This is an optimization exercise on Yosys and OpenROAD, whose aim is small area, a short achievable clock period and few clock cycles per item, not a production implementation. Only the layout flow was run in this run; the RTL was not checked for function there. No activity file was given, so power comes from the tool's default toggle rates.

`flow/constraint.sdc`:
```
create_clock -name core_clock -period 5.5 [get_ports {CLK}]
set_input_delay 1.1000 -clock core_clock [delete_from_list [all_inputs] [get_ports {CLK}]]
set_output_delay 1.1000 -clock core_clock [all_outputs]
set_load 0.01 [all_outputs]
```
`flow/design.v`:
```
`timescale 1ns / 1ps
module medfilter2
(
  CLK,
  RSTn,
  Start_sig,
  Done_sig,
  Data_out,
  Rom_addr,
  Rom_data
);
  input CLK;
  input RSTn;
  input Start_sig;
  output Done_sig;
  output [7:0] Data_out;
  output [17:0] Rom_addr;
  input [7:0] Rom_data;
  reg       st1;       
  reg       start_d;
  reg       run;
  reg [1:0] ph;        
  reg       z;         
  reg       first;     
  reg       up;        
  reg [9:0] rowA;      
  reg [8:0] colA;
  reg       zq;        
  reg       done;
  reg       eor;       
  wire start = st1 & ~start_d;
  always @(posedge CLK or negedge RSTn)
    if (!RSTn) begin
      st1     <= 1'b0;
      start_d <= 1'b0;
    end else begin
      st1     <= Start_sig;
      start_d <= st1;
    end
  always @(posedge CLK or negedge RSTn)
    if (!RSTn) begin
      run   <= 1'b0;
      ph    <= 2'd0;
      z     <= 1'b0;
      first <= 1'b0;
      up    <= 1'b0;
      rowA  <= 10'd0;
      colA  <= 9'd0;
      zq    <= 1'b0;
      done  <= 1'b0;
      eor   <= 1'b0;
    end else if (start) begin
      run   <= 1'b1;
      ph    <= 2'd0;
      z     <= 1'b1;
      first <= 1'b1;
      up    <= 1'b0;
      rowA  <= 10'd0;
      colA  <= 9'd0;
      zq    <= 1'b1;
      done  <= 1'b0;
      eor   <= 1'b0;
    end else if (run) begin
      ph  <= {ph[0], ~ph[1] & ~ph[0]};
      eor <= ~z & (colA == 9'd511);
      if (ph[1]) begin
        z  <= eor;
        up <= z | ~up;
        if (z)
          rowA <= rowA[9] ? 10'd1 : rowA + 10'd1;
        else
          colA <= colA + 9'd1;
      end else if (!z)
        rowA <= up ? rowA - 10'd1 : rowA + 10'd1;
      zq   <= z | rowA[9];
      done <= ph[1] & ~first & ~(~z & colA == 9'd3);
      if (ph[1] && !z && colA == 9'd2)
        first <= 1'b0;
    end
  assign Rom_addr = {rowA[8:0], colA};
  assign Done_sig = done;
  wire g0 = (ph == 2'd0);
  wire g1 = (ph == 2'd1);
  wire g2 = (ph == 2'd2);
  reg [7:0] s0, s1, s2, s3, s4, s5, s6, s7, s8, s9, s10, s11;
  reg [7:0] r0n, r1n, r2n, r3n;    
  reg [7:0] dout;
  wire swa = (g0 | g1) & gt8(s1, s0);
  wire swb = g2 & gt8(s3, s2);
  reg q_bc, q_ac, x1, x2, x3;
  wire gab = x3;
  wire gac = q_ac;
  wire gbc = q_bc;
  wire oa = g1 ? (gab & gac)   : g2 ? (gab ^ gac)    : (~gab & ~gac);
  wire ob = g1 ? (~gab & gbc)  : g2 ? ~(gab ^ gbc)   : (gab & ~gbc);
  wire oc = g1 ? (~gac & ~gbc) : g2 ? (gac ^ gbc)    : (gac & gbc);
  wire [7:0] op3n = ~(({8{oa}} & s11) | ({8{ob}} & s8) | ({8{oc}} & s5));
  reg f1, f1d, f2;
  wire fab = f1d;
  wire fac = f2;
  wire fbc = f1;
  wire [7:0] fmed = ~(({8{fab ^ fac}} & r3n) | ({8{~(fab ^ fbc)}} & r2n) | ({8{fac ^ fbc}} & r1n));
  function gt8;
    input [7:0] a, b;
    reg [7:0] g, p;
    reg [3:0] g2, p2;
    reg [1:0] g4, p4;
    integer i;
    begin
      g = a & ~b;
      p = a | ~b;
      for (i = 0; i < 4; i = i + 1) begin
        g2[i] = g[2*i+1] | p[2*i+1] & g[2*i];
        p2[i] = p[2*i+1] & p[2*i];
      end
      for (i = 0; i < 2; i = i + 1) begin
        g4[i] = g2[2*i+1] | p2[2*i+1] & g2[2*i];
        p4[i] = p2[2*i+1] & p2[2*i];
      end
      gt8 = g4[1] | p4[1] & g4[0];
    end
  endfunction
  always @(posedge CLK) begin
    s0  <= Rom_data & {8{~zq}};
    s1  <= swa ? s1 : s0;
    s2  <= swa ? s0 : s1;
    s3  <= swb ? s3 : s2;
    s4  <= swb ? s2 : s3;
    s5  <= s4;
    s6  <= s5;
    s7  <= s6;
    s8  <= s7;
    s9  <= s8;
    s10 <= s9;
    s11 <= s10;
    q_bc <= gt8(s7, s4);
    q_ac <= gt8(s10, s4);
    x1  <= q_bc;
    x2  <= x1;
    x3  <= x2;
    r0n <= op3n;
    r1n <= r0n;
    r2n <= r1n;
    r3n <= r2n;
    f1  <= gt8(r0n, r1n);
    f2  <= gt8(r0n, r2n);
    f1d <= f1;
    dout <= fmed;
  end
  assign Data_out = dout;
endmodule
```
`flow/config.mk`:
```
export PLATFORM = sky130hd
export DESIGN_NAME = medfilter2
export DESIGN_NICKNAME = medfilter2
export VERILOG_FILES = /design/flow/design.v
export SDC_FILE = /design/flow/constraint.sdc
export NUM_CORES = 4
export LEC_CHECK = 0
export CAP_MARGIN = 20
export CORE_MARGIN = 2
export CORE_UTILIZATION = 40
export CTS_BUF_LIST = sky130_fd_sc_hd__clkbuf_8
export SETUP_SLACK_MARGIN = 3.3
export SLEW_MARGIN = 20
```
`flow/run.sh`:
```
#!/bin/bash
# synth_recipe.tcl (not shown) runs the flow's synth.tcl, then flattens the netlist and writes it again
# the make line also repeats each setting of config.mk as NAME=value (left out here)
make -C /OpenROAD-flow-scripts/flow DESIGN_CONFIG=/design/flow/config.mk WORK_HOME=/design/flow/orfs CLKGATE_MAP_FILE= SYNTH_SCRIPT=/design/flow/synth_recipe.tcl finish
```
==> run summary <==
- Via total after detailed routing: between 4000 and 5000
- Worst Reg-to-Reg Cells: 6
- Most frequent cells after synthesis: dfxtp_1, inv_1, dfrtp_1
- Register bit count reported by yosys: around 170
- Share of the core filled with cells: 0.479
- Terminus of the critical flop-to-flop path: rowA[9]
- Maximum vdd ir drop: roughly 240 µV
- Average cell area after synthesis: about 11 µm²
- Cell with the most instances after synthesis: dfxtp_1
- Worst Setup Start Kind: flip-flop
- Areal power density over the cells: approximately 610 mW/mm²
- Status: timing/DRC/antenna clean
- FMAX: between 0.4 and 0.5 GHz
- Input/output buffers: 37
- Setup CP Type: flip-flop to flip-flop
- Ratio of routed vias to standard cells: roughly 5.0
- Final count of pins violating max slew: 0
- Top Ports: 38
- Number of search-and-repair iterations in the first detailed-routing pass: 6
- Max transition margin: 0.359
- Avg WL per Cell: ~13 µm
- H-tree depth: 4
- Static Leakage: roughly 3.1 nW
- Library cell with the largest summed area after synthesis: dfxtp_1
- Via count of the first global-routing pass: roughly 4000
- Post-synthesis instance area: about 0.0063 mm²
- Final period utilization: 0.395
- Area of placed instances: 0.00677 mm²
- Synth warn: 1
- Clock transition at the register clock pins on the worst setup and hold paths after CTS: about 0.090 ns
- Count of cell types in the netlist: between 60 and 70
- Transition at the pin with the smallest max-transition slack: around 0.96 ns
- Number of antenna repair diodes: 0
- Leftover overflow at the end of global routing: 0
- Primary flip-flop cell chosen by synthesis mapping: dfxtp_1
- Hold Crit Start: s6[4]
- Number of antenna violations at the first check in global routing: 0
- Register cell area after layout: around 0.0038 mm²
- Sequential area share after synthesis: 0.607
- Instance count along the most critical hold path: 0
- Area fraction of the dominant cell type after synthesis: 0.410
- Maximum number of pins on one net before global-route repair: 31
- Area of the core: 0.0153 mm²
- Post-DP HPWL: 7450 µm
- Peak fanout along the critical path: 6
- Final RePlAce weighted congestion: roughly 0.8
- Tot GR Track Use: 0.143
- Top post-synthesis cells by area: dfxtp_1, dfrtp_1, edfxtp_1, nand2b_1, inv_1
- Remaining DRCs: 0
- Number of hold violations in the final report: 0
- Sum of internal, switching and leakage power: around 4.5 mW
- Total die area: around 0.017 mm²
- Synthesis-to-layout area growth: 16.8%
- Number of synthesized flops with an enable pin: 16
- Min Clock Period, post-route: between 2 and 2.5 ns
- Setup repair after global routing missed its margin: true
- Critical R2R Launch: rowA[4]
- Net count, final: roughly 630
- Reg2Reg Setup Slack: around 3.3 ns
- CTS tree: yes
- Clock sinks: 174
- Maximum root-to-sink buffer count: 2
- Setup-failing EPs final: 0
- Final setup TNS: 0 ns
- Initial core utilization: 0.410
- Worst setup EP type: flip-flop
- Hold Path Class: flip-flop to flip-flop
- Row count: 45
- CP Data Arrival Time: roughly 2.5 ns
- Wirelength, routed: about 11000 µm
- Remaining antenna violation count after routing: 0
- Cell area after layout: 0.00730 mm²
- Max-cap violations: 0
- Die Width: about 130 µm
- Fill cells: around 1400
- Net count of the mapped netlist: 576
- Cells after synthesis: about 550
- Num CTS Buffers: 17
- Total area of multi-input combinational cells: approximately 0.0022 mm²
- Clock tree root driver cell: clkbuf_8
- 1st-iter DRT viols: approximately 190
- Worst Path Required: 5.84 ns
- Layout cell share with drive strength beyond 1: 0.178
- Die span in y: approximately 130 µm
- Endpoint of the worst hold-timing path: s7[4]
- Hold WS: approximately 0.33 ns
- Worst clock skew on the final layout: 0.0127 ns
- FFs w/ async S/R, synth: 0.172
- Global-route wire length before repair: ~19000 µm
- Insertion delay to the later sink of the worst-skew pair: approximately 0.45 ns
-- how the worst max path moves through the flow --
stage / start / cells past startpoint / endpoint / slack, ns
after floorplan: rowA[2] / 6 / rowA[9] / 3.49
after global placement: ph[1] / 4 / rowA[6] / 3.21
after detailed placement: ph[1] / 4 / rowA[6] / 3.10
after CTS: rowA[2] / 1 / Rom_addr[11] / 3.22
after global routing: rowA[4] / 6 / rowA[9] / 3.27
final: rowA[4] / 6 / rowA[9] / 3.33
-- per-stage QoR --
stage | instances | setup WS (ns)
after floorplan | 553 | 3.49
after global placement | 779 | 3.21
after detailed placement | 779 | 3.10
after CTS | 834 | 3.22
after global routing | 834 | 3.27
final | 834 | 3.33
-- cell usage in the layout, fill, tap and decap left out, types with 12 or more instances in the layout --
cell,instances
edfxtp_1,16
ha_1,12
a31oi_1,13
buf_4,25
nand2b_1,29
nor2_1,26
buf_2,18
a222oi_1,12
clkbuf_8,18
a21oi_1,26
nor2b_1,19
o21ai_0,14
dfrtp_1,20
mux2_2,13
inv_1,42
dfxtp_1,128
nand2_1,21
-- kinds of logic after synthesis --
kind of cell	Yosys count	synth area share
xor gates and xnor gates	8	0.0112
AOI/OAI and AO/OA	139	0.157
adders and majority gates	20	0.0368
DFF	174	0.607
muxes	17	0.0298
buffers and inverters	66	0.0464
and+or+nand+nor	129	0.112
-- metal layers --
layer | GRT usage | vias up | wire length [µm]
li1 | - | 2103 | -
met1 | 0.182 | 2002 | 5380
met2 | 0.226 | 69 | 5250
met3 | 0.0400 | 19 | 350
met4 | 0.0659 | 0 | 230
met5 | 0 | - | 0
-- worst max-delay path, stage by stage (launching register included) --
cell,delay (ns)
dfrtp_2,0.41
buf_4,0.15
or3_4,0.40
or4_4,0.44
or4_4,0.45
a21oi_2,0.15
o2bb2ai_1,0.07
-- layout make-up --
cell class | instances | area share
Multi-Input combinational cell | 313 | 0.298
Sequential cell | 174 | 0.521
Clock buffer | 18 | 0.0339
Inverter | 42 | 0.0216
Timing Repair Buffer | 62 | 0.0622
Tap cell | 211 | 0.0361
Clock inverter | 14 | 0.0269
-- power by group --
part	internal (mW)	leakage, nW	switching [mW]
Clock	0.479	0.226	0.479
Combinational	0.660	1.25	0.683
Sequential	1.81	1.61	0.370
-- sequential cells by signal (all words and copies together) (netlist names), 2 cells and up --
register  count
rowA         10
colA          9
dout          8
r0n           8
r1n           8
r2n           8
r3n           8
s0            8
s10           8
s11           8
s1            8
s2            8
s3            8
s4            8
s5            8
s6            8
s7            8
s8            8
s9            8
ph            2
-- timing repair --
action,CTS,global route
pin swaps,1,0
gates cloned,0,0
hold buffers,0,0
setup buffers,23,0
gates resized for setup,92,5
endpoints found under the setup margin,44,5

==> static timing again, ports no longer ideal <==
No port has a modelled driver above. Below, the same layout with a new extraction and two added sets of constraints.
Step 1, drivers: a clkbuf_16 drives CLK and a buf_2 each remaining input, both assumed.
Step 2 also shifts input and output timing later by t, the mid clock arrival at the registers, as if the neighbouring blocks saw the same clock.
a / b / c = ideal / step 1 / step 2; a / b = the first two.
t (ns): 0.482
setup slack, ns: 3.326 / 3.326 / 3.326
hold slack, ns: 0.327 / 0.327 / 0.327
clock arrival spread, ns: 0.016 / 0.016
cell pins on the clock port's net: 1
After both steps this run still meets setup and hold. For this run, drivers alone change the setup slack by 0.000 ns; drivers and shift together by 0.000 ns.
